What follows belongs to an exercise in optimizing a design on an open flow for small area; a production flow would make more cautious choices.
RTL that was checked went through simulation tests only; none was proved equivalent to the original.
For runs 1 and 2, only the layout was checked, not whether the RTL still works.
Power figures rest on the tool's default switching activity, not on a simulated workload.

<file path="design.v">
module gshare_aoi222 (input a0, b0, a1, b1, a2, b2, output y);
    assign y = ~((a0 & b0) | (a1 & b1) | (a2 & b2));
endmodule
module gshare_nand2 (input a, b, output y);
    assign y = ~(a & b);
endmodule
module gshare_entry (
    input  dir, stg,
    input  row_kn, row_w,
    input  wd_dir, wd_stg,
    output dir_nx, stg_nx
);
    assign dir_nx = (dir & row_kn) | (row_w & wd_dir);
    assign stg_nx = (stg & row_kn) | (row_w & wd_stg);
endmodule
module gshare_sel8 (
    input  [7:0] sel,
    input  [7:0] d,
    output q
);
    wire [3:0] n;
    gshare_aoi222 u0 (sel[0], d[0], sel[1], d[1], sel[2], d[2], n[0]);
    gshare_aoi222 u1 (sel[3], d[3], sel[4], d[4], sel[5], d[5], n[1]);
    gshare_nand2  u2 (sel[6], d[6], n[2]);
    gshare_nand2  u3 (sel[7], d[7], n[3]);
    assign q = ~&n;
endmodule
module gshare_sel16 (
    input  [15:0] sel,
    input  [15:0] d,
    output q
);
    wire [5:0] n;
    gshare_aoi222 u0 (sel[0],  d[0],  sel[1],  d[1],  sel[2],  d[2],  n[0]);
    gshare_aoi222 u1 (sel[3],  d[3],  sel[4],  d[4],  sel[5],  d[5],  n[1]);
    gshare_aoi222 u2 (sel[6],  d[6],  sel[7],  d[7],  sel[8],  d[8],  n[2]);
    gshare_aoi222 u3 (sel[9],  d[9],  sel[10], d[10], sel[11], d[11], n[3]);
    gshare_aoi222 u4 (sel[12], d[12], sel[13], d[13], sel[14], d[14], n[4]);
    gshare_nand2  u5 (sel[15], d[15], n[5]);
    assign q = ~&n;
endmodule
module gshare(
    input clk,
    input areset,
    input  predict_valid,
    input  [6:0] predict_pc,
    output predict_taken,
    output logic [6:0] predict_history,
    input train_valid,
    input train_taken,
    input train_mispredicted,
    input [6:0] train_history,
    input [6:0] train_pc
);
logic [127:0] dir;
logic [127:0] stg;
logic run;
always_ff @(posedge clk or posedge areset) begin
    if (areset)
        run <= 1'b0;
    else
        run <= 1'b1;
end
wire [6:0] tidx = train_pc ^ train_history;
wire [6:0] pidx = predict_history ^ predict_pc;
wire [15:0] row_p = run ? (16'd1 << pidx[6:3]) : 16'd0;
wire [7:0]  col_p = 8'd1 << pidx[2:0];
wire [7:0] p_col;
genvar g;
generate
    for (g = 0; g < 8; g = g + 1) begin : prd
        wire [15:0] cd;
        for (genvar r = 0; r < 16; r = r + 1) begin : rb
            assign cd[r] = dir[r*8 + g];
        end
        gshare_sel16 u (.sel(row_p), .d(cd), .q(p_col[g]));
    end
endgenerate
wire p_dir;
gshare_sel8 p_sel (.sel(col_p), .d(p_col), .q(p_dir));
assign predict_taken = p_dir;
always_ff @(posedge clk or posedge areset) begin
    if (areset)
        predict_history <= 7'b0;
    else if (train_valid & train_mispredicted)
        predict_history <= {train_history[5:0], train_taken};
    else if (predict_valid)
        predict_history <= {predict_history[5:0], predict_taken};
end
wire [15:0] row_w = train_valid ? (16'd1 << tidx[6:3]) : 16'd0;
wire [15:0] row_r = row_w & {16{run}};
wire [7:0]  col_t = 8'd1 << tidx[2:0];
wire [7:0] old_dir, old_stg;
generate
    for (g = 0; g < 8; g = g + 1) begin : rrow
        wire [15:0] cd, cs;
        for (genvar r = 0; r < 16; r = r + 1) begin : rb
            assign cd[r] = dir[r*8 + g];
            assign cs[r] = stg[r*8 + g];
        end
        gshare_sel16 ud (.sel(row_r), .d(cd), .q(old_dir[g]));
        gshare_sel16 us (.sel(row_r), .d(cs), .q(old_stg[g]));
    end
endgenerate
wire t_dir, t_stg;
gshare_sel8 sd (.sel(col_t), .d(old_dir), .q(t_dir));
gshare_sel8 ss (.sel(col_t), .d(old_stg), .q(t_stg));
wire n_dir = train_taken ? (t_dir | ~t_stg) : (t_dir & t_stg);
wire n_stg = ~(train_taken ^ t_dir);
wire [7:0] wd_dir = (col_t & {8{n_dir}}) | (~col_t & old_dir);
wire [7:0] wd_stg = (col_t & {8{n_stg}}) | (~col_t & old_stg);
wire [15:0] row_kn = ~row_w & {16{run}};
wire [127:0] dir_nx, stg_nx;
generate
    for (g = 0; g < 128; g = g + 1) begin : ent
        gshare_entry u (
            .dir(dir[g]), .stg(stg[g]),
            .row_kn(row_kn[g/8]), .row_w(row_w[g/8]),
            .wd_dir(wd_dir[g%8]), .wd_stg(wd_stg[g%8]),
            .dir_nx(dir_nx[g]), .stg_nx(stg_nx[g]));
    end
endgenerate
always_ff @(posedge clk) begin
    dir <= dir_nx;
    stg <= stg_nx;
end
endmodule
</file>
<file path="constraint.sdc">
create_clock -name core_clock -period 8.0 [get_ports {clk}]
set_input_delay 1.6000 -clock core_clock [delete_from_list [all_inputs] [get_ports {clk}]]
set_output_delay 1.6000 -clock core_clock [all_outputs]
set_load 0.01 [all_outputs]
</file>
<file path="config.mk">
export PLATFORM = sky130hd
export DESIGN_NAME = gshare
export DESIGN_NICKNAME = gshare
export VERILOG_FILES = /design/flow/design.v
export SDC_FILE = /design/flow/constraint.sdc
export NUM_CORES = 4
export LEC_CHECK = 0
export CAP_MARGIN = 20
export CORE_MARGIN = 2
export CORE_UTILIZATION = 40
export CTS_BUF_LIST = sky130_fd_sc_hd__clkbuf_4
export SLEW_MARGIN = 20
export SYNTH_HIERARCHICAL = 1
</file>
<file path="run.sh">
#!/bin/bash
# synth_recipe.tcl (not shown) runs the flow's synth.tcl, then flattens the netlist and writes it again
# the make line also repeats each setting of config.mk as NAME=value (left out here)
make -C /OpenROAD-flow-scripts/flow DESIGN_CONFIG=/design/flow/config.mk WORK_HOME=/design/flow/orfs CLKGATE_MAP_FILE= SYNTH_SCRIPT=/design/flow/synth_recipe.tcl finish
</file>
==> results_tabular.tex, run 1 <==
\begin{tabular}{lr}
\hline
Metric & Value \\
\hline
\multicolumn{2}{l}{\textbf{Status}} \\
Result of the run & complete, no violations \\
\multicolumn{2}{l}{\textbf{Power}} \\
Standby leakage power & approximately 0.0045 uW \\
PwrDens & 224 mW/mm2 \\
Part of the power in registers & 0.491 \\
Proportion of power drawn by the clock network & 0.426 \\
Proportion of power drawn by combinational gates & 0.083 \\
Net switching power figure & 736 uW \\
Maximum ir drop on the vdd rail & 0.000127 V \\
Internal Dissipation & roughly 2000 uW \\
Fraction of power spent switching nets & 0.268 \\
\multicolumn{2}{l}{\textbf{Synthesis}} \\
Sequential-to-total area share from yosys stat & 0.510 \\
Simple-gate area share of the yosys netlist & 0.0867 \\
Area share of fa/ha/maj cells after synthesis & 0 \\
Synthesized instance count & slightly above 900 \\
Top cells by area in the synthesized netlist & sky130\_fd\_sc\_hd\_\_dfxtp\_1 (49\%), sky130\_fd\_sc\_hd\_\_a22o\_1 (21\%), sky130\_fd\_sc\_hd\_\_a222oi\_1 (12\%) \\
Average footprint of a synthesized cell & about 11 um2 \\
Synthesized-area fraction occupied by xor and xnor cells & 0.0243 \\
Number of library cell types mapped by synthesis & 23 \\
Post-synthesis mux area share & 0.0251 \\
Post-Syn Area & 0.0104 mm2 \\
Async SR Flop Fraction & 0.0303 \\
YS warnings & 7 \\
Cell type contributing the most total cell area after synthesis & sky130\_fd\_sc\_hd\_\_dfxtp\_1 \\
Number of flops mapped to enable cells by yosys & 0 \\
Synthesized-area fraction occupied by ao, oa, aoi and oai cells & 0.351 \\
List of most frequent post-synthesis cells & sky130\_fd\_sc\_hd\_\_a22o\_1 (256), sky130\_fd\_sc\_hd\_\_dfxtp\_1 (256), sky130\_fd\_sc\_hd\_\_a222oi\_1 (126) \\
Synth top area share & 0.491 \\
Synthesized netlist net count & roughly 940 \\
Prevailing post-synth register cell & sky130\_fd\_sc\_hd\_\_dfxtp\_1 \\
Count of state elements after synthesis & between 200 and 300 \\
Dominant combinational cell family by area after synthesis & compound AO/OA/AOI/OAI gates \\
\multicolumn{2}{l}{\textbf{STA}} \\
Unrepaired setup endpoints after global routing & false \\
Clock period minus final worst setup slack & $\sim$6.1 ns \\
Final number of hold-violating endpoints & 0 \\
Fin Clk Skew & about 0.053 ns \\
Max Freq & around 160 MHz \\
Final hold slack & 0.484 ns \\
Final count of pins violating max slew & 0 \\
Setup violation total in the final timing report & 0 \\
Smallest setup slack after layout & approximately 1.9 ns \\
Rel. slew slack & 0.346 \\
Final-layout setup total negative slack & 0 ns \\
Final worst-path cycle share & 0.765 \\
Worst-margin pin slew & $\sim$0.98 ns \\
\multicolumn{2}{l}{\textbf{Critical path}} \\
Data arrival time of the critical path & $\sim$4.5 ns \\
Crit path max fanout & 8 \\
Worst setup SP type & input pin \\
End of the worst register-to-register path & stg[53] \\
FF-to-FF path depth & 11 \\
Crit Path Class & in2out \\
Data required time of the critical path & about 6.4 ns \\
Register-to-register setup slack & $\sim$3.6 ns \\
Critical path destination & predict\_taken \\
Endpoint kind of the worst setup timing path & output pin \\
Worst reg2reg path startpoint & run \\
Launching instance or port of the critical path & predict\_pc[6] \\
\multicolumn{2}{l}{\textbf{Clock network}} \\
TritonCTS clock tree & yes \\
Max H-tree Level & 3 \\
Number of gates resized after cts & 0 \\
Number of buffers created by CTS & about 70 \\
Clk Tree Root Cell & sky130\_fd\_sc\_hd\_\_clkbuf\_4 \\
Post-CTS setup buffers & 0 \\
Reg clk slew, reported paths & about 0.06 ns \\
Longest Clk Path Bufs & 3 \\
Insertion delay of the later-clocked pin in the worst-skew pair & 0.70 ns \\
Clock sink total & roughly 260 \\
Cts-stage hold buffer count & 0 \\
\multicolumn{2}{l}{\textbf{GRT}} \\
Gr ovfl total & 0 \\
Wire length of the first global-routing pass & between 50000 and 60000 um \\
Pin count of the biggest net entering global routing & 25 \\
Antenna violations before repair & 1 \\
Number of global-route vias before repair & 9224 \\
Gr usage total & 0.279 \\
\multicolumn{2}{l}{\textbf{Detailed routing}} \\
Number of nets still failing antenna checks after routing & 0 \\
Vias & $\sim$9600 \\
Initial DRC Count & approximately 1600 \\
Total wire length & approximately 38000 um \\
Length of the first detailed-routing pass in iterations & 10 \\
Routed len/inst & between 20 and 30 um \\
Number of vias per cell & just under 7 \\
Number of remaining DRC errors & 0 \\
\multicolumn{2}{l}{\textbf{Floorplan}} \\
Site Rows & roughly 60 \\
Initial Util & 0.404 \\
Die Outline Area & 0.0274 mm2 \\
Core Area & about 0.026 mm2 \\
I/O Pins & 35 \\
Y dimension of the die & roughly 170 um \\
Die boundary width & between 150 and 200 um \\
\multicolumn{2}{l}{\textbf{Cells and area}} \\
Area growth from synthesis to final layout & 17.5\% \\
Net count of the finished layout & approximately 1100 \\
Share of cells above drive strength 1 & 0.153 \\
\multicolumn{2}{l}{\textbf{Placed design}} \\
Post-Place Setup Slack & 1.92 ns \\
Number of I/O port buffers & 34 \\
HPWL after DPL & about 25000 um \\
Placer Congestion & slightly below 1 \\
\multicolumn{2}{l}{\textbf{Hold path}} \\
HP Class & reg2reg \\
Worst hold start & stg[60] \\
\multicolumn{2}{l}{\textbf{Run}} \\
Number of max-capacitance violations reported & 0 \\
\hline
\end{tabular}
==> modules after synthesis, one instance, submodules excluded <==
module	flops+latches	cells
gshare	264	447
gshare_aoi222	0	1
gshare_entry	0	2
gshare_nand2	0	1
gshare_sel16	0	2
gshare_sel8	0	1
==> registers in the layout, indices dropped and copies added (netlist names) <==
register / count
predict_history: 7
run: 1
dir: 128
stg: 128
==> cell families (layout without fill, tap and decap cells) <==
group,Yosys count,in the layout
and+or+nand+nor,181,181
AOI/OAI and AO/OA,405,405
muxes,24,24
xor gates and xnor gates,29,29
other,1,2
buffers and inverters,6,179
DFF,264,264
==> metal layers <==
metal  global-route usage  part of all wire  wire (um)  vias to the layer above
met2                0.429              0.45      17100                      565
met4                0.129             0.041       1560                        0
met1                0.376              0.43      16400                     4700
li1                     -                 -          -                     4222
met3               0.0549             0.084       3200                      120
met5                    0                 0          0                        -
==> critical path, cell delays in order <==
cell and delay, ns:
sky130_fd_sc_hd__clkdlybuf4s50_1 0.45, sky130_fd_sc_hd__xor2_1 0.20, sky130_fd_sc_hd__nand3_1 0.17, sky130_fd_sc_hd__nor2_1 0.18
sky130_fd_sc_hd__a222oi_1 0.42, sky130_fd_sc_hd__and4_1 0.31, sky130_fd_sc_hd__nand3_1 0.10, sky130_fd_sc_hd__a222oi_1 0.37
sky130_fd_sc_hd__nand4_1 0.20, sky130_fd_sc_hd__clkdlybuf4s50_1 0.52
==> cells in the final DEF, fill, tap and decap left out, drive strengths merged <==
cell	synthesis	final
xnor2	15	15
nor3	8	8
clkdlybuf4s50	0	34
clkinvlp	0	1
and2	1	1
mux2i	7	7
dfxtp	256	256
nand4	3	3
nand3	40	40
bufinv	0	1
nor2	56	56
conb	1	1
buf	2	31
and4	24	24
a222oi	126	126
a22o	256	256
mux2	17	17
inv	1	4
xor2	14	14
clkbuf	3	103
o21ai	7	7
diode	0	1
clkinv	0	5
dfrtp	8	8
nand2	49	49
o21a	16	16
==> power by group through the flow <==
| stage | combinational [uW] | sequential [uW] | clock [uW] |
|---|---|---|---|
| 4_1_cts | 223 | 1350 | 1200 |
| 3_3_place_gp | 221 | 1380 | 0 |
| 6_report | 228 | 1350 | 1170 |
| 3_5_place_dp | 222 | 1380 | 0 |
| 2_1_floorplan | 127 | 1370 | 0 |
| 5_1_grt | 243 | 1350 | 1270 |
==> worst min-delay path by stage <==
stage / depth (start not counted) / to / slack (ns)
6_report: 1 / stg[60] / 0.48
5_1_grt: 1 / stg[108] / 0.49
4_1_cts: 1 / stg[126] / 0.49
3_5_place_dp: 1 / stg[75] / 0.47
3_3_place_gp: 1 / stg[1] / 0.46
2_1_floorplan: 1 / stg[0] / 0.45
==> cell type report <==
| class | count | area (um2) |
|---|---|---|
| Tap cell | 335 | 419 |
| Timing Repair Buffer | 65 | 577 |
| Multi-Input combinational cell | 640 | 5080 |
| Antenna cell | 1 | 2.50 |
| Inverter | 1 | 3.75 |
| Sequential cell | 264 | 5330 |
| Clock buffer | 103 | 773 |
| Clock inverter | 10 | 73.8 |
| Fill cell | 2397 | 13600 |
==> per-stage QoR <==
stage                     std cells  power [uW]  cell area (um2)  utilization
final                          1419        2750            12300        0.474
after global routing           1419        2860            12300        0.474
after CTS                      1418        2770            12300        0.474
after detailed placement       1305        1600            11400        0.442
after global placement         1304        1600            11400        0.441
after floorplan                 910        1500            10400            -
==> inputs of run 2 (changes only) <==
--- a/config.mk
+++ b/config.mk
@@ -9,5 +9,5 @@
 export CORE_MARGIN = 2
 export CORE_UTILIZATION = 40
-export CTS_BUF_LIST = sky130_fd_sc_hd__clkbuf_4
+export CTS_BUF_LIST = sky130_fd_sc_hd__clkbuf_2 sky130_fd_sc_hd__clkbuf_4 sky130_fd_sc_hd__clkbuf_8
 export SLEW_MARGIN = 20
 export SYNTH_HIERARCHICAL = 1
==> results_tabular.tex, run 2 <==
\begin{tabular}{lr}
\hline
Metric & Value \\
\hline
\multicolumn{2}{l}{\textbf{Status}} \\
Result of the run & complete, no violations \\
\multicolumn{2}{l}{\textbf{Cells and area}} \\
Ant. Diodes & 0 (-1) \\
Biggest regs & dir (128), stg (128), predict\_history (7) \\
Post-route standard cell area excluding fillers & 0.0124 mm2 (+0.77\%) \\
Share of cells above drive strength 1 & 0.130 (-0.0238) \\
Net count of the finished layout & 1043 (-2.5\%) \\
Area growth from synthesis to final layout & 18.4\% \\
Highest-count cells in the layout ignoring fill and taps & sky130\_fd\_sc\_hd\_\_a22o\_1 (256), sky130\_fd\_sc\_hd\_\_dfxtp\_1 (256), sky130\_fd\_sc\_hd\_\_a222oi\_1 (126), sky130\_fd\_sc\_hd\_\_nor2\_1 (55), sky130\_fd\_sc\_hd\_\_clkbuf\_8 (52) \\
\multicolumn{2}{l}{\textbf{Critical path}} \\
Slowest stage cell, crit path & sky130\_fd\_sc\_hd\_\_clkdlybuf4s50\_1 \\
Data arrival time of the critical path & 4.51 ns (about the same) \\
Crit Path Class & in2out \\
Register-to-register setup slack & 3.64 ns (+0.07 ns) \\
Cells along the critical path & clkdlybuf4s50\_1 > xor2\_1 > nand3\_1 > nor2\_1 > a222oi\_1 > and4\_1 > nand3\_1 > a222oi\_1 > nand4\_1 > clkdlybuf4s50\_1 \\
Data required time of the critical path & 6.40 ns (about the same) \\
Worst path top cell family by delay & buffers and inverters \\
Crit path largest cell delay & 0.53 ns (about the same) \\
Endpoint kind of the worst setup timing path & output pin \\
WP buf/inv & 2 (unchanged) \\
Worst setup SP type & input pin \\
Total stage count of the critical path & 10 (unchanged) \\
FF-to-FF path depth & 11 (unchanged) \\
Crit path max fanout & 8 (unchanged) \\
\multicolumn{2}{l}{\textbf{GRT}} \\
Antenna violations before repair & 0 (-1) \\
Gr ovfl total & 0 (unchanged) \\
Gr usage total & 0.275 (-0.00323) \\
Pin count of the biggest net entering global routing & 25 (unchanged) \\
Number of global-route vias before repair & 8941 (-3.1\%) \\
Wire length of the first global-routing pass & 56800 um (-0.80\%) \\
\multicolumn{2}{l}{\textbf{Hold path}} \\
Worst hold path depth & 1 (unchanged) \\
HP Class & reg2reg \\
\multicolumn{2}{l}{\textbf{Power}} \\
PwrDens & 231 mW/mm2 (+3.0\%) \\
Standby leakage power & 0.00446 uW (about the same) \\
Maximum ir drop on the vdd rail & 0.000160 V (+25\%) \\
\multicolumn{2}{l}{\textbf{Synthesis}} \\
List of most frequent post-synthesis cells & sky130\_fd\_sc\_hd\_\_a22o\_1 (256), sky130\_fd\_sc\_hd\_\_dfxtp\_1 (256), sky130\_fd\_sc\_hd\_\_a222oi\_1 (126) \\
Average footprint of a synthesized cell & 11.5 um2 (unchanged) \\
Cell type contributing the most total cell area after synthesis & sky130\_fd\_sc\_hd\_\_dfxtp\_1 \\
YS warnings & 7 (unchanged) \\
Synth top area share & 0.491 (unchanged) \\
Sequential-to-total area share from yosys stat & 0.510 (unchanged) \\
Synthesized netlist net count & 937 (unchanged) \\
Number of flops mapped to enable cells by yosys & 0 (unchanged) \\
Async SR Flop Fraction & 0.0303 (unchanged) \\
Prevailing post-synth register cell & sky130\_fd\_sc\_hd\_\_dfxtp\_1 \\
Top cells by area in the synthesized netlist & sky130\_fd\_sc\_hd\_\_dfxtp\_1 (49\%), sky130\_fd\_sc\_hd\_\_a22o\_1 (21\%), sky130\_fd\_sc\_hd\_\_a222oi\_1 (12\%) \\
Synthesized instance count & 910 (unchanged) \\
Number of library cell types mapped by synthesis & 23 (unchanged) \\
Count of state elements after synthesis & 264 (unchanged) \\
Post-Syn Area & 0.0104 mm2 (unchanged) \\
\multicolumn{2}{l}{\textbf{Placed design}} \\
Placement Cell Area & 0.0114 mm2 (unchanged) \\
Placer Congestion & 0.967 (unchanged) \\
HPWL after DPL & 25300 um (unchanged) \\
Number of I/O port buffers & 34 (unchanged) \\
\multicolumn{2}{l}{\textbf{Detailed routing}} \\
Number of remaining DRC errors & 0 (unchanged) \\
Number of vias per cell & 6.82 (+0.76\%) \\
Number of nets still failing antenna checks after routing & 0 (unchanged) \\
Vias & 9448 (-1.7\%) \\
Length of the first detailed-routing pass in iterations & 13 (+3) \\
Routed len/inst & 27.4 um (+1.7\%) \\
Total wire length & 38000 um (-0.69\%) \\
Initial DRC Count & 1416 (-12\%) \\
\multicolumn{2}{l}{\textbf{STA}} \\
Fin Clk Skew & 0.0186 ns (-0.0341 ns) \\
Final count of pins violating max slew & 0 (unchanged) \\
Final-layout setup total negative slack & 0 ns (unchanged) \\
Clock period minus final worst setup slack & 6.11 ns (-0.00256 ns) \\
Final number of hold-violating endpoints & 0 (unchanged) \\
Max Freq & 164 MHz (about the same) \\
Worst-margin pin slew & 0.964 ns (-0.0150 ns) \\
Rel. slew slack & 0.356 (+0.00999) \\
Unrepaired setup endpoints after global routing & false \\
Setup violation total in the final timing report & 0 (unchanged) \\
Final worst-path cycle share & 0.764 (about the same) \\
\multicolumn{2}{l}{\textbf{Run}} \\
Number of max-capacitance violations reported & 0 (unchanged) \\
\multicolumn{2}{l}{\textbf{Clock network}} \\
Number of buffers created by CTS & 44 (-38\%) \\
Clk Tree Root Cell & sky130\_fd\_sc\_hd\_\_clkbuf\_8 \\
Insertion delay of the later-clocked pin in the worst-skew pair & 0.57 ns (-0.13 ns) \\
Number of gates resized after cts & 0 (unchanged) \\
Clock sink total & 264 (unchanged) \\
TritonCTS clock tree & yes \\
Cts-stage hold buffer count & 0 (unchanged) \\
Longest Clk Path Bufs & 3 (unchanged) \\
Post-CTS setup buffers & 0 (unchanged) \\
Max H-tree Level & 2 (-1) \\
Reg clk slew, reported paths & 0.06 ns (about the same) \\
\multicolumn{2}{l}{\textbf{Floorplan}} \\
I/O Pins & 35 (unchanged) \\
Initial Util & 0.404 (unchanged) \\
Site Rows & 59 (unchanged) \\
Die boundary width & 165 um (unchanged) \\
Die Outline Area & 0.0274 mm2 (unchanged) \\
Y dimension of the die & 165 um (unchanged) \\
Core Area & 0.0258 mm2 (unchanged) \\
\hline
\end{tabular}
==> run 2: stage by stage <==
step | total power (uW) | util | std cells | hold slack [ns] | setup WS (ns)
2_1_floorplan | 1500 | - | 910 | 0.455 | 3.29
3_3_place_gp | 1600 | 0.441 | 1304 | 0.465 | 1.98
3_5_place_dp | 1600 | 0.442 | 1305 | 0.470 | 1.92
4_1_cts | 2870 | 0.478 | 1385 | 0.485 | 1.90
5_1_grt | 2950 | 0.478 | 1385 | 0.488 | 1.74
6_report | 2850 | 0.478 | 1385 | 0.483 | 1.89
==> run 2: path summary, 6_finish.rpt <==
| path | start | end |
|---|---|---|
| max in group asynchronous | areset | predict_history[2] |
| max | predict_pc[6] | predict_taken |
| min reg2reg | stg[121] | stg[121] |
| max reg2reg | run | stg[53] |
| min | stg[121] | stg[121] |
| min in group asynchronous | areset | predict_history[4] |
==> run 2: routing by layer <==
| metal | up-vias | wire length [um] | track usage |
|---|---|---|---|
| li1 | 4159 | - | - |
| met1 | 4640 | 16400 | 0.381 |
| met2 | 532 | 16900 | 0.424 |
| met3 | 117 | 3110 | 0.0492 |
| met4 | 0 | 1540 | 0.113 |
| met5 | - | 0 | 0 |
==> run 2: cell families after synthesis <==
kind of cell,share of synthesized area
flops,0.510
xor+xnor,0.0243
mux,0.0251
simple gates,0.0867
other cells,0.000359
buf+inv,0.00228
compound gates,0.351
==> run 2: Yosys stat by module (local to each module, per instance) <==
module,copies in the design,area [um2],flops+latches,cells inside
gshare_sel16,24,13.8,0,2
gshare_entry,128,17.5,0,2
gshare_aoi222,126,10.0,0,1
gshare_sel8,3,6.26,0,1
gshare_nand2,30,3.75,0,1
gshare,1,6470,264,447
==> run 2: power breakdown <==
group | leakage (uW) | internal (uW) | total [uW] | switching, uW
sequential | 0.00216 | 1330 | 1350 | 19.4
clock | 0.000512 | 720 | 1270 | 555
combinational | 0.00179 | 65.8 | 227 | 162
total | 0.00446 | 2120 | 2850 | 736
==> run 2: area by class of cell <==
type	count	area [um2]
Tap cell	335	419
Clock inverter	8	77.6
Inverter	1	3.75
Fill cell	2346	13500
Multi-Input combinational cell	640	5080
Clock buffer	72	866
Sequential cell	264	5330
Timing Repair Buffer	65	577
==> inputs of run 3 (changes only) <==
==> design.v (replaced) <==
module gshare_entry (
    input  dir, stg,
    input  row_k, col_k,
    input  row_w, col_d, col_s,
    output dir_nx, stg_nx
);
    wire hit = row_k & col_k;
    assign dir_nx    = (dir & ~hit) | (row_w & col_d);
    assign stg_nx = (stg & ~hit) | (row_w & col_s);
endmodule
module gshare_sel8 (
    input  [7:0] sel,
    input  [7:0] d,
    output q
);
    assign q = |(sel & d);
endmodule
module gshare_read (
    input  [15:0]  row,
    input  [7:0]   col,
    input  [127:0] d,
    output q
);
    wire [15:0] r;
    genvar g;
    generate
        for (g = 0; g < 16; g = g + 1) begin : rd
            gshare_sel8 u (.sel(col), .d(d[g*8 +: 8]), .q(r[g]));
        end
    endgenerate
    wire q0, q1;
    gshare_sel8 u0 (.sel(row[7:0]),  .d(r[7:0]),  .q(q0));
    gshare_sel8 u1 (.sel(row[15:8]), .d(r[15:8]), .q(q1));
    assign q = q0 | q1;
endmodule
module gshare(
    input clk,
    input areset,
    input  predict_valid,
    input  [6:0] predict_pc,
    output predict_taken,
    output logic [6:0] predict_history,
    input train_valid,
    input train_taken,
    input train_mispredicted,
    input [6:0] train_history,
    input [6:0] train_pc
);
logic [127:0] dir;
logic [127:0] stg;
logic clr;
always_ff @(posedge clk or posedge areset) begin
    if (areset)
        clr <= 1'b1;
    else
        clr <= 1'b0;
end
wire [6:0] tidx = train_pc ^ train_history;
wire [6:0] pidx = predict_history ^ predict_pc;
wire [15:0] row_p = 16'd1 << pidx[6:3];
wire [7:0]  col_p = 8'd1 << pidx[2:0];
wire p_dir;
gshare_read rd_p (.row(row_p), .col(col_p), .d(dir), .q(p_dir));
assign predict_taken = p_dir & ~clr;
always_ff @(posedge clk or posedge areset) begin
    if (areset)
        predict_history <= 7'b0;
    else if (train_valid & train_mispredicted)
        predict_history <= {train_history[5:0], train_taken};
    else if (predict_valid)
        predict_history <= {predict_history[5:0], predict_taken};
end
wire [15:0] row_t = 16'd1 << tidx[6:3];
wire [7:0]  col_t = 8'd1 << tidx[2:0];
wire r_dir, r_stg;
gshare_read rd_td (.row(row_t), .col(col_t), .d(dir),    .q(r_dir));
gshare_read rd_ts (.row(row_t), .col(col_t), .d(stg), .q(r_stg));
wire t_dir    = r_dir & ~clr;
wire t_stg = r_stg & ~clr;
wire n_dir    = train_taken ? (t_dir | ~t_stg) : (t_dir & t_stg);
wire n_stg = ~(train_taken ^ t_dir);
wire [15:0] row_w = row_t & {16{train_valid}};
wire [15:0] row_k = row_w | {16{clr}};
wire [7:0]  col_k = col_t | {8{clr}};
wire [7:0]  col_d = col_t & {8{n_dir}};
wire [7:0]  col_s = col_t & {8{n_stg}};
wire [127:0] dir_nx, stg_nx;
genvar g;
generate
    for (g = 0; g < 128; g = g + 1) begin : ent
        gshare_entry u (
            .dir(dir[g]), .stg(stg[g]),
            .row_k(row_k[g/8]), .col_k(col_k[g%8]),
            .row_w(row_w[g/8]), .col_d(col_d[g%8]), .col_s(col_s[g%8]),
            .dir_nx(dir_nx[g]), .stg_nx(stg_nx[g]));
    end
endgenerate
always_ff @(posedge clk) begin
    dir    <= dir_nx;
    stg <= stg_nx;
end
endmodule
--- a/config.mk
+++ b/config.mk
@@ -9,5 +9,4 @@
 export CORE_MARGIN = 2
 export CORE_UTILIZATION = 40
-export CTS_BUF_LIST = sky130_fd_sc_hd__clkbuf_2 sky130_fd_sc_hd__clkbuf_4 sky130_fd_sc_hd__clkbuf_8
 export SLEW_MARGIN = 20
 export SYNTH_HIERARCHICAL = 1
==> results_tabular.tex, run 3 <==
\begin{tabular}{lr}
\hline
Metric & Value \\
\hline
\multicolumn{2}{l}{\textbf{Cells and area}} \\
Utilization after layout & 0.475 (-0.00270) \\
Area growth from synthesis to final layout & 17.7\% \\
Ant. Diodes & 0 (unchanged) \\
Biggest regs & dir (128), stg (128), predict\_history (7) \\
Share of cells above drive strength 1 & 0.0838 (-0.0457) \\
Net count of the finished layout & 1236 (+19\%) \\
Post-route standard cell area excluding fillers & 0.0131 mm2 (+6.3\%) \\
Highest-count cells in the layout ignoring fill and taps & sky130\_fd\_sc\_hd\_\_a22o\_1 (256), sky130\_fd\_sc\_hd\_\_dfxtp\_1 (256), sky130\_fd\_sc\_hd\_\_a22oi\_1 (216), sky130\_fd\_sc\_hd\_\_nand2\_1 (155), sky130\_fd\_sc\_hd\_\_nand4\_1 (54) \\
\multicolumn{2}{l}{\textbf{Hold path}} \\
HP Class & reg2reg \\
Worst hold path depth & 1 (unchanged) \\
End point of the most critical hold path & stg[77] \\
Worst hold start & stg[77] \\
\multicolumn{2}{l}{\textbf{STA}} \\
Final worst-path cycle share & 0.804 (+0.0398) \\
Final-layout setup total negative slack & 0 ns (unchanged) \\
Max Freq & 155 MHz (-5.0\%) \\
Fin Clk Skew & 0.0142 ns (-0.00441 ns) \\
Final count of pins violating max slew & 0 (unchanged) \\
Setup violation total in the final timing report & 0 (unchanged) \\
Clock period minus final worst setup slack & 6.43 ns (+0.319 ns) \\
Rel. slew slack & 0.176 (-0.180) \\
Worst-margin pin slew & 1.23 ns (+0.270 ns) \\
Unrepaired setup endpoints after global routing & false \\
Final number of hold-violating endpoints & 0 (unchanged) \\
\multicolumn{2}{l}{\textbf{Synthesis}} \\
Prevailing post-synth register cell & sky130\_fd\_sc\_hd\_\_dfxtp\_1 \\
Async SR Flop Fraction & 0.0303 (unchanged) \\
Count of state elements after synthesis & 264 (unchanged) \\
Synth top area share & 0.459 (-0.0320) \\
Number of flops mapped to enable cells by yosys & 0 (unchanged) \\
Post-Syn Area & 0.0112 mm2 (+7.0\%) \\
Cell type contributing the most total cell area after synthesis & sky130\_fd\_sc\_hd\_\_dfxtp\_1 \\
Synthesized netlist net count & 1149 (+23\%) \\
Average footprint of a synthesized cell & 9.94 um2 (-13\%) \\
Sequential-to-total area share from yosys stat & 0.477 (-0.0331) \\
List of most frequent post-synthesis cells & sky130\_fd\_sc\_hd\_\_a22o\_1 (256), sky130\_fd\_sc\_hd\_\_dfxtp\_1 (256), sky130\_fd\_sc\_hd\_\_a22oi\_1 (216) \\
Number of library cell types mapped by synthesis & 28 (+22\%) \\
YS warnings & 7 (unchanged) \\
Top cells by area in the synthesized netlist & sky130\_fd\_sc\_hd\_\_dfxtp\_1 (46\%), sky130\_fd\_sc\_hd\_\_a22o\_1 (20\%), sky130\_fd\_sc\_hd\_\_a22oi\_1 (15\%) \\
Synthesized instance count & 1122 (+23\%) \\
\multicolumn{2}{l}{\textbf{Placed design}} \\
HPWL after DPL & 28900 um (+14\%) \\
Placement Cell Area & 0.0122 mm2 (+6.8\%) \\
Number of I/O port buffers & 34 (unchanged) \\
Placer Congestion & 0.933 (-3.5\%) \\
\multicolumn{2}{l}{\textbf{Floorplan}} \\
Die Outline Area & 0.0292 mm2 (+6.8\%) \\
Core Area & 0.0276 mm2 (+6.9\%) \\
Y dimension of the die & 171 um (+3.3\%) \\
Initial Util & 0.404 (about the same) \\
Site Rows & 61 (+3.4\%) \\
I/O Pins & 35 (unchanged) \\
Die boundary width & 171 um (+3.3\%) \\
\multicolumn{2}{l}{\textbf{GRT}} \\
Global routing's busiest layer & met2 \\
Global Route met3 Usage & 0.0588 (+0.00955) \\
Antenna violations before repair & 0 (unchanged) \\
Global routing usage on met2 & 0.472 (+0.0482) \\
Wire length of the first global-routing pass & 66100 um (+17\%) \\
Met1 layer usage reported by global route & 0.404 (+0.0237) \\
Pin count of the biggest net entering global routing & 33 (+32\%) \\
Gr ovfl total & 0 (unchanged) \\
Gr usage total & 0.305 (+0.0293) \\
Number of global-route vias before repair & 10200 (+14\%) \\
\multicolumn{2}{l}{\textbf{Clock network}} \\
Max H-tree Level & 1 (-1) \\
Post-CTS setup buffers & 0 (unchanged) \\
Clk Tree Root Cell & sky130\_fd\_sc\_hd\_\_clkbuf\_16 \\
Reg clk slew, reported paths & 0.06 ns (about the same) \\
Number of buffers created by CTS & 28 (-36\%) \\
Insertion delay of the later-clocked pin in the worst-skew pair & 0.55 ns (-0.02 ns) \\
Cts-stage hold buffer count & 0 (unchanged) \\
Clock sink total & 264 (unchanged) \\
Number of gates resized after cts & 0 (unchanged) \\
TritonCTS clock tree & yes \\
Longest Clk Path Bufs & 3 (unchanged) \\
\multicolumn{2}{l}{\textbf{Power}} \\
PwrDens & 234 mW/mm2 (+1.2\%) \\
Standby leakage power & 0.00493 uW (+10\%) \\
Overall power after layout & 3070 uW (+7.6\%) \\
Maximum ir drop on the vdd rail & 0.000158 V (-0.81\%) \\
\multicolumn{2}{l}{\textbf{Detailed routing}} \\
Number of nets still failing antenna checks after routing & 0 (unchanged) \\
Number of vias per cell & 6.68 (-2.1\%) \\
Vias & 10700 (+14\%) \\
Total wire length & 45200 um (+19\%) \\
Routed len/inst & 28.1 um (+2.6\%) \\
Initial DRC Count & 1397 (-1.3\%) \\
Length of the first detailed-routing pass in iterations & 6 (-7) \\
Number of remaining DRC errors & 0 (unchanged) \\
\multicolumn{2}{l}{\textbf{Critical path}} \\
End of the worst register-to-register path & dir[102] \\
Crit path max fanout & 9 (+1) \\
Endpoint kind of the worst setup timing path & output pin \\
Register-to-register setup slack & 4.61 ns (+0.97 ns) \\
Data required time of the critical path & 6.40 ns (about the same) \\
Data arrival time of the critical path & 4.83 ns (+0.32 ns) \\
Worst reg2reg path startpoint & stg[104] \\
Crit Path Class & in2out \\
FF-to-FF path depth & 10 (-1) \\
Worst setup SP type & input pin \\
\multicolumn{2}{l}{\textbf{Status}} \\
Result of the run & complete, no violations \\
\multicolumn{2}{l}{\textbf{Run}} \\
Number of max-capacitance violations reported & 0 (unchanged) \\
\hline
\end{tabular}
[run 3: area by class of cell]
cell class,count,area (um2)
Multi-Input combinational cell,841,5800
Fill cell,2678,14500
Inverter,9,33.8
Clock inverter,9,98.8
Tap cell,378,473
Timing Repair Buffer,65,581
Sequential cell,264,5330
Clock buffer,41,821
[run 3: critical path: stages]
cell,delay [ns]
sky130_fd_sc_hd__clkdlybuf4s50_1,0.50
sky130_fd_sc_hd__xnor2_1,0.15
sky130_fd_sc_hd__nand2_1,0.10
sky130_fd_sc_hd__nor2_1,0.76
sky130_fd_sc_hd__buf_4,0.32
sky130_fd_sc_hd__a22oi_1,0.10
sky130_fd_sc_hd__nand4_1,0.10
sky130_fd_sc_hd__a22oi_1,0.09
sky130_fd_sc_hd__nand4_1,0.16
sky130_fd_sc_hd__or2_1,0.12
sky130_fd_sc_hd__nor2b_1,0.23
sky130_fd_sc_hd__clkdlybuf4s50_1,0.58
[run 3: how the worst max path moves through the flow]
stage	startpoint	to	slack, ns	depth (start not counted)
floorplan	predict_pc[0]	predict_taken	3.25	9
global placement	predict_pc[2]	predict_taken	1.57	12
detailed placement	predict_pc[2]	predict_taken	1.50	12
CTS	predict_pc[2]	predict_taken	1.60	12
global route	predict_pc[2]	predict_taken	1.38	12
finish	predict_pc[2]	predict_taken	1.57	12
[run 3: layer usage]
layer  routed length [um]  share of wire  vias up
met5                    0              0        -
met4                 2560          0.057        0
met3                 4430          0.098      178
met2                19900           0.44      702
met1                18300           0.40     5153
li1                     -              -     4700
[run 3: stage by stage]
step	std cells	worst slack (ns)	hold slack, ns
global route	1607	1.38	0.485
CTS	1606	1.60	0.476
floorplan	1122	3.25	0.443
detailed placement	1556	1.50	0.457
finish	1607	1.57	0.474
global placement	1555	1.57	0.457
[run 3: cells by family after synthesis]
| kind of cell | share of synthesized area |
|---|---|
| AOI/OAI and AO/OA | 0.360 |
| xor gates and xnor gates | 0.0248 |
| buffers and inverters | 0.00751 |
| DFF | 0.477 |
| muxes | 0.00751 |
| other | 0.000336 |
| and+or+nand+nor | 0.122 |
[run 3: Yosys stat by module, one instance, submodules excluded]
| module | cells inside | area [um2] | flops+latches |
|---|---|---|---|
| gshare_sel8 | 5 | 36.3 | 0 |
| gshare | 465 | 6460 | 264 |
| gshare_read | 1 | 6.26 | 0 |
| gshare_entry | 3 | 21.3 | 0 |
[run 3: power by group]
part           leakage, uW  internal, uW  switching, uW
Clock             0.000457           771            540
Combinational      0.00231          93.0            298
Sequential         0.00216          1340           27.3
Total              0.00493          2200            866

-- port drivers added, routing unchanged --
How much do the figures lean on ideal ports? The routed layouts below were timed once more, with nothing changed but the port constraints. Step 1 assumes that a clkbuf_16 drives the clock port and a buf_2 every other input. Step 2 adds t to the input delays and takes it off the output delays; t is the mean of the earliest and latest rising clock arrival at the registers after step 1. Input paths then give back, and output paths get back, about the clock's delay inside the block. Slacks: ideal / step 1 / step 2; pairs: ideal / step 1.
run | t (ns) | slack for setup (ns) | hold slack, ns | worst data-port slew with drivers (ns) | pins driven straight from the clock port
run 1 | 0.718 | 1.884 / 1.850 / 1.850 | 0.484 / 0.484 / 0.484 | 0.05 | 1
run 2 | 0.611 | 1.886 / 1.854 / 1.854 | 0.483 / 0.483 / 0.483 | 0.05 | 1
run 3 | 0.597 | 1.567 / 1.541 / 1.420 | 0.474 / 0.474 / 0.474 | 0.04 | 1
After both steps every run listed still meets setup and hold. The setup slack of run 3, which loses most, moves by -0.026 ns with the drivers and by -0.147 ns with both steps.
